Source: an optimization exercise on an open RTL-to-GDS flow (aim: small area and a short achievable clock period). Production flows keep margins and buffers that such runs may drop.
Where RTL was checked, it was by simulation tests only, not by an equivalence proof against the original.
No activity file was given, so power comes from the tool's default toggle rates.

==> 04-25 <==
==> flow/design.v <==
module arith_eg3_mod(
    input clk,
    input rst,
    input int a,
    input int b,
    input [1:0] sel,
    output int r
);
    localparam int K1 = 11;
    localparam int K2 = 24;
    localparam int RIPPLE_MAX = 4;    
    logic        mul0, mul1, mul2;       
    logic        div0, div1, div2;       
    logic        inv0, inv1, inv2;       
    logic        nq0,  nq1,  nq2;        
    logic [31:0] ns0,  ns1,  ns2;        
    logic [31:0] y0,   y1,   y2;         
    logic [31:0] xr1,  xr2;              
    logic [31:0] qr1,  qr2;              
    wire  [2:0]        m_mul = {mul2, mul1, mul0};
    wire  [2:0]        m_div = {div2, div1, div0};
    wire  [2:0]        m_inv = {inv2, inv1, inv0};
    wire  [2:0][31:0]  nsrc  = {ns2, ns1, ns0};
    wire  [2:0][31:0]  y     = {y2, y1, y0};
    wire  [2:0][31:0]  xreg  = {xr2, xr1, 32'd0};
    wire  [31:0][31:0] xo;       
    wire  [31:0] qc;               
    wire        s_div = (sel == 2'd3);
    wire        s_mul = (sel == 2'd2);
    wire        s_inv = sel[0];
    wire [31:0] a_abs = a[31] ? -a : a;
    wire [31:0] b_abs = b[31] ? -b : b;
    assign mul0 = s_mul;
    assign div0 = s_div;
    assign inv0 = s_inv;
    assign nq0  = s_div & (a[31] ^ b[31]) & (b != 32'd0);
    assign ns0  = s_div ? a_abs : a;
    assign y0   = (s_div ? b_abs : b) ^ {32{s_inv}};
    for (genvar k = 0; k < 32; k++) begin : row
        localparam int S = (k < K1) ? 0 : (k < K2) ? 1 : 2;
        wire         nb = ~m_mul[S] & nsrc[S][31-k];
        wire [k:0]   xin;
        if (k == 0)                  assign xin = nb;
        else if (k == K1 || k == K2) assign xin = {xreg[S][k-1:0], nb};
        else                         assign xin = {xo[k-1][k-1:0], nb};
        wire [k:0]   s;
        wire         co;
        alu_row #(.W(k+1), .FAST(k >= RIPPLE_MAX)) add (.x(xin), .y(y[S][k:0]), .ci(m_inv[S]), .s(s), .co(co));
        wire hz;
        if (k == 31) assign hz = 1'b1;
        else         assign hz = &y[S][31:k+1];
        wire keep = m_mul[S] ? nsrc[S][31-k] : m_div[S] ? (co & hz) : (k == 31);
        assign qc[31-k] = keep;
        assign xo[k] = {{(31-k){1'b0}}, keep ? s : xin};
    end
    logic sd, sx;    
    always_ff @(posedge clk) begin
        mul1 <= mul0;
        div1 <= div0;
        inv1 <= inv0;
        nq1  <= nq0;
        ns1  <= ns0;
        y1   <= y0;
        xr1  <= xo[K1-1];
        qr1  <= qc;
        mul2 <= mul1;
        div2 <= div1;
        inv2 <= inv1;
        nq2  <= nq1;
        ns2  <= ns1;
        y2   <= y1;
        xr2  <= xo[K2-1];
        qr2  <= {qr1[31:32-K1], qc[31-K1:0]};
        if (rst) begin
            sd <= 1'b0;
            sx <= 1'b0;
        end else begin
            sd <= div1;
            sx <= ~div1;
        end
    end
    wire [31:0] q = {qr2[31:32-K2], qc[31-K2:0]};
    wire [31:0] qf = nq2 ? -q : q;
    assign r = ({32{sd}} & qf) | ({32{sx}} & xo[31]);
endmodule
module alu_row #(parameter int W = 8, parameter bit FAST = 1) (
    input  [W-1:0] x,
    input  [W-1:0] y,
    input          ci,
    output [W-1:0] s,
    output         co
);
    wire [W-1:0] p = x ^ y;
    wire [W:0]   c;
    assign c[0] = ci;
    if (!FAST || W < 3) begin : ripple
        for (genvar j = 0; j < W; j++) begin : bit_
            assign c[j+1] = (x[j] & y[j]) | (c[j] & p[j]);
        end
    end else begin : prefix
        localparam int L = (W > 16) ? 5 : (W > 8) ? 4 : (W > 4) ? 3 : (W > 2) ? 2 : 1;
        wire [W-1:0] g [0:L];
        wire [W-1:0] q [0:L];
        assign g[0][0] = (x[0] & y[0]) | (ci & p[0]);
        assign q[0][0] = 1'b0;
        for (genvar j = 1; j < W; j++) begin : gp
            assign g[0][j] = x[j] & y[j];
            assign q[0][j] = p[j];
        end
        for (genvar l = 0; l < L; l++) begin : lev
            for (genvar j = 0; j < W; j++) begin : node
                if ((j >> l) & 1) begin : comb
                    localparam int J = ((j >> (l + 1)) << (l + 1)) + (1 << l) - 1;
                    assign g[l+1][j] = g[l][j] | (q[l][j] & g[l][J]);
                    assign q[l+1][j] = q[l][j] & q[l][J];
                end else begin : pass
                    assign g[l+1][j] = g[l][j];
                    assign q[l+1][j] = q[l][j];
                end
            end
        end
        for (genvar j = 0; j < W; j++) begin : carry
            assign c[j+1] = g[L][j];
        end
    end
    assign s  = p ^ c[W-1:0];
    assign co = c[W];
endmodule
==> flow/run.sh <==
#!/bin/bash
# synth_recipe.tcl (not shown) runs the flow's synth.tcl, then flattens the netlist and writes it again
# the make line also repeats each setting of config.mk as NAME=value (left out here)
make -C /OpenROAD-flow-scripts/flow DESIGN_CONFIG=/design/flow/config.mk WORK_HOME=/design/flow/orfs CLKGATE_MAP_FILE= SYNTH_SCRIPT=/design/flow/synth_recipe.tcl finish
==> flow/config.mk <==
export PLATFORM = sky130hd
export DESIGN_NAME = arith_eg3_mod
export DESIGN_NICKNAME = arith_eg3_mod
export VERILOG_FILES = /design/flow/design.v
export SDC_FILE = /design/flow/constraint.sdc
export NUM_CORES = 4
export LEC_CHECK = 0
export CAP_MARGIN = 20
export CORE_MARGIN = 2
export CORE_UTILIZATION = 40
export SLEW_MARGIN = 50
==> flow/constraint.sdc <==
create_clock -name core_clock -period 75.0 [get_ports {clk}]
set_input_delay 15.0000 -clock core_clock [delete_from_list [all_inputs] [get_ports {clk}]]
set_output_delay 15.0000 -clock core_clock [all_outputs]
set_load 0.01 [all_outputs]
==> inputs of 10-05, as changes to 04-25 <==
--- a/flow/design.v
+++ b/flow/design.v
@@ -7,8 +7,9 @@
     output int r
 );
     localparam int K1 = 11;
-    localparam int K2 = 24;
+    localparam int K2 = 25;
     localparam int RIPPLE_MAX = 4;    
+    localparam int STYLE = 2;         
     logic        mul0, mul1, mul2;       
     logic        div0, div1, div2;       
     logic        inv0, inv1, inv2;       
@@ -45,7 +46,7 @@
         else                         assign xin = {xo[k-1][k-1:0], nb};
         wire [k:0]   s;
         wire         co;
-        alu_row #(.W(k+1), .FAST(k >= RIPPLE_MAX)) add (.x(xin), .y(y[S][k:0]), .ci(m_inv[S]), .s(s), .co(co));
+        alu_row #(.W(k+1), .FAST(k >= RIPPLE_MAX), .STYLE(STYLE)) add (.x(xin), .y(y[S][k:0]), .ci(m_inv[S]), .s(s), .co(co));
         wire hz;
         if (k == 31) assign hz = 1'b1;
         else         assign hz = &y[S][31:k+1];
@@ -83,7 +84,7 @@
     wire [31:0] qf = nq2 ? -q : q;
     assign r = ({32{sd}} & qf) | ({32{sx}} & xo[31]);
 endmodule
-module alu_row #(parameter int W = 8, parameter bit FAST = 1) (
+module alu_row #(parameter int W = 8, parameter bit FAST = 1, parameter int STYLE = 0) (
     input  [W-1:0] x,
     input  [W-1:0] y,
     input          ci,
@@ -96,6 +97,39 @@
     if (!FAST || W < 3) begin : ripple
         for (genvar j = 0; j < W; j++) begin : bit_
             assign c[j+1] = (x[j] & y[j]) | (c[j] & p[j]);
+        end
+    end else if (STYLE == 2) begin : plain
+        wire [W:0] t = {1'b0, x} + {1'b0, y} + {{W{1'b0}}, ci};
+        assign c[W:1] = t[W:1] ^ {1'b0, p[W-1:1]};
+    end else if (STYLE == 1) begin : bk
+        localparam int L = (W > 16) ? 5 : (W > 8) ? 4 : (W > 4) ? 3 : (W > 2) ? 2 : 1;
+        localparam int NL = 2 * L - 1;
+        wire [W-1:0] g [0:NL];
+        wire [W-1:0] q [0:NL];
+        assign g[0][0] = (x[0] & y[0]) | (ci & p[0]);
+        assign q[0][0] = 1'b0;
+        for (genvar j = 1; j < W; j++) begin : gp
+            assign g[0][j] = x[j] & y[j];
+            assign q[0][j] = p[j];
+        end
+        for (genvar i = 0; i < NL; i++) begin : lev
+            localparam int UP = (i < L);
+            localparam int LL = UP ? i : (2 * L - 2 - i);
+            for (genvar j = 0; j < W; j++) begin : node
+                localparam bit DO = UP ? (((j + 1) % (1 << (LL + 1))) == 0)
+                                       : ((((j + 1) % (1 << (LL + 1))) == (1 << LL)) && (j >= (1 << (LL + 1))));
+                if (DO) begin : comb
+                    localparam int J = j - (1 << LL);
+                    assign g[i+1][j] = g[i][j] | (q[i][j] & g[i][J]);
+                    assign q[i+1][j] = q[i][j] & q[i][J];
+                end else begin : pass
+                    assign g[i+1][j] = g[i][j];
+                    assign q[i+1][j] = q[i][j];
+                end
+            end
+        end
+        for (genvar j = 0; j < W; j++) begin : carry
+            assign c[j+1] = g[NL][j];
         end
     end else begin : prefix
         localparam int L = (W > 16) ? 5 : (W > 8) ? 4 : (W > 4) ? 3 : (W > 2) ? 2 : 1;
Settings changed: ABC_AREA set to 1, SLEW_MARGIN 50 to 72.
==> inputs of 04-09, as changes to 04-25 <==
--- a/flow/design.v
+++ b/flow/design.v
@@ -6,9 +6,11 @@
     input [1:0] sel,
     output int r
 );
-    localparam int K1 = 11;
-    localparam int K2 = 24;
+    localparam int K1 = 9;
+    localparam int K2 = 28;
     localparam int RIPPLE_MAX = 4;    
+    localparam int MID_STYLE = 1;     
+    localparam int END_STYLE = 0;     
     logic        mul0, mul1, mul2;       
     logic        div0, div1, div2;       
     logic        inv0, inv1, inv2;       
@@ -30,6 +32,17 @@
     wire        s_inv = sel[0];
     wire [31:0] a_abs = a[31] ? -a : a;
     wire [31:0] b_abs = b[31] ? -b : b;
+    wire [31:0] b_ones, b_zero, b_low;
+    assign b_ones[31] = 1'b1;
+    assign b_zero[31] = 1'b1;
+    assign b_low[0]   = b[0];
+    for (genvar j = 30; j >= 0; j--) begin : bsuf
+        assign b_ones[j] = b_ones[j+1] & b[j+1];
+        assign b_zero[j] = b_zero[j+1] & ~b[j+1];
+    end
+    for (genvar j = 1; j < 32; j++) begin : bpre
+        assign b_low[j] = b_low[j-1] | b[j];
+    end
     assign mul0 = s_mul;
     assign div0 = s_div;
     assign inv0 = s_inv;
@@ -45,10 +58,11 @@
         else                         assign xin = {xo[k-1][k-1:0], nb};
         wire [k:0]   s;
         wire         co;
-        alu_row #(.W(k+1), .FAST(k >= RIPPLE_MAX)) add (.x(xin), .y(y[S][k:0]), .ci(m_inv[S]), .s(s), .co(co));
+        alu_row #(.W(k+1), .FAST(k >= RIPPLE_MAX), .STYLE(S == 1 ? MID_STYLE : END_STYLE)) add (.x(xin), .y(y[S][k:0]), .ci(m_inv[S]), .s(s), .co(co));
         wire hz;
-        if (k == 31) assign hz = 1'b1;
-        else         assign hz = &y[S][31:k+1];
+        if (k == 31)     assign hz = 1'b1;
+        else if (S == 0) assign hz = b[31] ? (b_ones[k] & b_low[k]) : b_zero[k];
+        else             assign hz = &y[S][31:k+1];
         wire keep = m_mul[S] ? nsrc[S][31-k] : m_div[S] ? (co & hz) : (k == 31);
         assign qc[31-k] = keep;
         assign xo[k] = {{(31-k){1'b0}}, keep ? s : xin};
@@ -80,10 +94,11 @@
         end
     end
     wire [31:0] q = {qr2[31:32-K2], qc[31-K2:0]};
-    wire [31:0] qf = nq2 ? -q : q;
+    wire [30:0] qh_neg = -q[31:1];
+    wire [31:0] qf = !nq2 ? q : q[0] ? {~q[31:1], 1'b1} : {qh_neg, 1'b0};
     assign r = ({32{sd}} & qf) | ({32{sx}} & xo[31]);
 endmodule
-module alu_row #(parameter int W = 8, parameter bit FAST = 1) (
+module alu_row #(parameter int W = 8, parameter bit FAST = 1, parameter int STYLE = 0) (
     input  [W-1:0] x,
     input  [W-1:0] y,
     input          ci,
@@ -95,23 +110,53 @@
     assign c[0] = ci;
     if (!FAST || W < 3) begin : ripple
         for (genvar j = 0; j < W; j++) begin : bit_
-            assign c[j+1] = (x[j] & y[j]) | (c[j] & p[j]);
+            assign c[j+1] = p[j] ? c[j] : x[j];
+        end
+    end else if (STYLE == 1) begin : bk
+        localparam int L = (W > 16) ? 5 : (W > 8) ? 4 : (W > 4) ? 3 : (W > 2) ? 2 : 1;
+        localparam int NL = 2 * L - 1;
+        wire [W-1:0] g [0:NL];
+        wire [W-1:0] q [0:NL];
+        assign g[0][0] = p[0] ? ci : x[0];
+        assign q[0][0] = 1'b0;
+        for (genvar j = 1; j < W; j++) begin : gp
+            assign g[0][j] = x[j];
+            assign q[0][j] = p[j];
+        end
+        for (genvar i = 0; i < NL; i++) begin : lev
+            localparam int UP = (i < L);
+            localparam int LL = UP ? i : (2 * L - 2 - i);
+            for (genvar j = 0; j < W; j++) begin : node
+                localparam bit DO = UP ? (((j + 1) % (1 << (LL + 1))) == 0)
+                                       : ((((j + 1) % (1 << (LL + 1))) == (1 << LL)) && (j >= (1 << (LL + 1))));
+                if (DO) begin : comb
+                    localparam int J = j - (1 << LL);
+                    assign g[i+1][j] = q[i][j] ? g[i][J] : g[i][j];
+                    assign q[i+1][j] = q[i][j] & q[i][J];
+                end else begin : pass
+                    assign g[i+1][j] = g[i][j];
+                    assign q[i+1][j] = q[i][j];
+                end
+            end
+        end
+        for (genvar j = 0; j < W; j++) begin : carry
+            assign c[j+1] = g[NL][j];
         end
     end else begin : prefix
         localparam int L = (W > 16) ? 5 : (W > 8) ? 4 : (W > 4) ? 3 : (W > 2) ? 2 : 1;
         wire [W-1:0] g [0:L];
         wire [W-1:0] q [0:L];
-        assign g[0][0] = (x[0] & y[0]) | (ci & p[0]);
+        assign g[0][0] = p[0] ? ci : x[0];
         assign q[0][0] = 1'b0;
         for (genvar j = 1; j < W; j++) begin : gp
-            assign g[0][j] = x[j] & y[j];
+            assign g[0][j] = x[j];
             assign q[0][j] = p[j];
         end
         for (genvar l = 0; l < L; l++) begin : lev
             for (genvar j = 0; j < W; j++) begin : node
                 if ((j >> l) & 1) begin : comb
                     localparam int J = ((j >> (l + 1)) << (l + 1)) + (1 << l) - 1;
-                    assign g[l+1][j] = g[l][j] | (q[l][j] & g[l][J]);
+                    assign g[l+1][j] = q[l][j] ? g[l][J] : g[l][j];
                     assign q[l+1][j] = q[l][j] & q[l][J];
                 end else begin : pass
                     assign g[l+1][j] = g[l][j];
Settings changed: ABC_AREA set to 1, SLEW_MARGIN 50 to 72.
==> comparison <==
First-iteration DRC count, lowest first: 04-25, 10-05, 04-09. The highest setup slack belongs to 04-09, the lowest to 04-25. Maximum frequency: 04-25 < 10-05 < 04-09. Sequential power: 10-05 is larger than 04-09 (about 4%).
The RTL of 10-05 and 04-09 was laid out without a check of its function.

afterwards: timing with drivers on the ports:
In the flow no input, the clock included, has a driving cell. The finished layouts below were timed again as built, in two steps.
Step 1 (the two cells are an assumption about what drives the block):
set clk [get_ports {clk}]
set_driving_cell -lib_cell sky130_fd_sc_hd__clkbuf_16 $clk
set_driving_cell -lib_cell sky130_fd_sc_hd__buf_2 [delete_from_list [all_inputs] $clk]
Step 2, shift: input delay + t, output delay - t, t = (earliest + latest rising clock arrival at the registers) / 2. This alone moves slack from input paths to output paths.
Three values: ideal ports, drivers, drivers and shift; two values: the first two.
run	t (ns)	slack for setup (ns)	worst setup path after step 2	worst register clock-pin slew, ns	cell pins on the clock port's net
04-25	0.520	30.811 / 30.755 / 31.275	register to output	0.07 / 0.07	1
10-05	0.551	38.183 / 38.116 / 38.667	register to output	0.09 / 0.09	1
04-09	0.531	42.234 / 42.234 / 42.234	register to register	0.10 / 0.10	1
After both steps setup and hold are still met in every run listed.
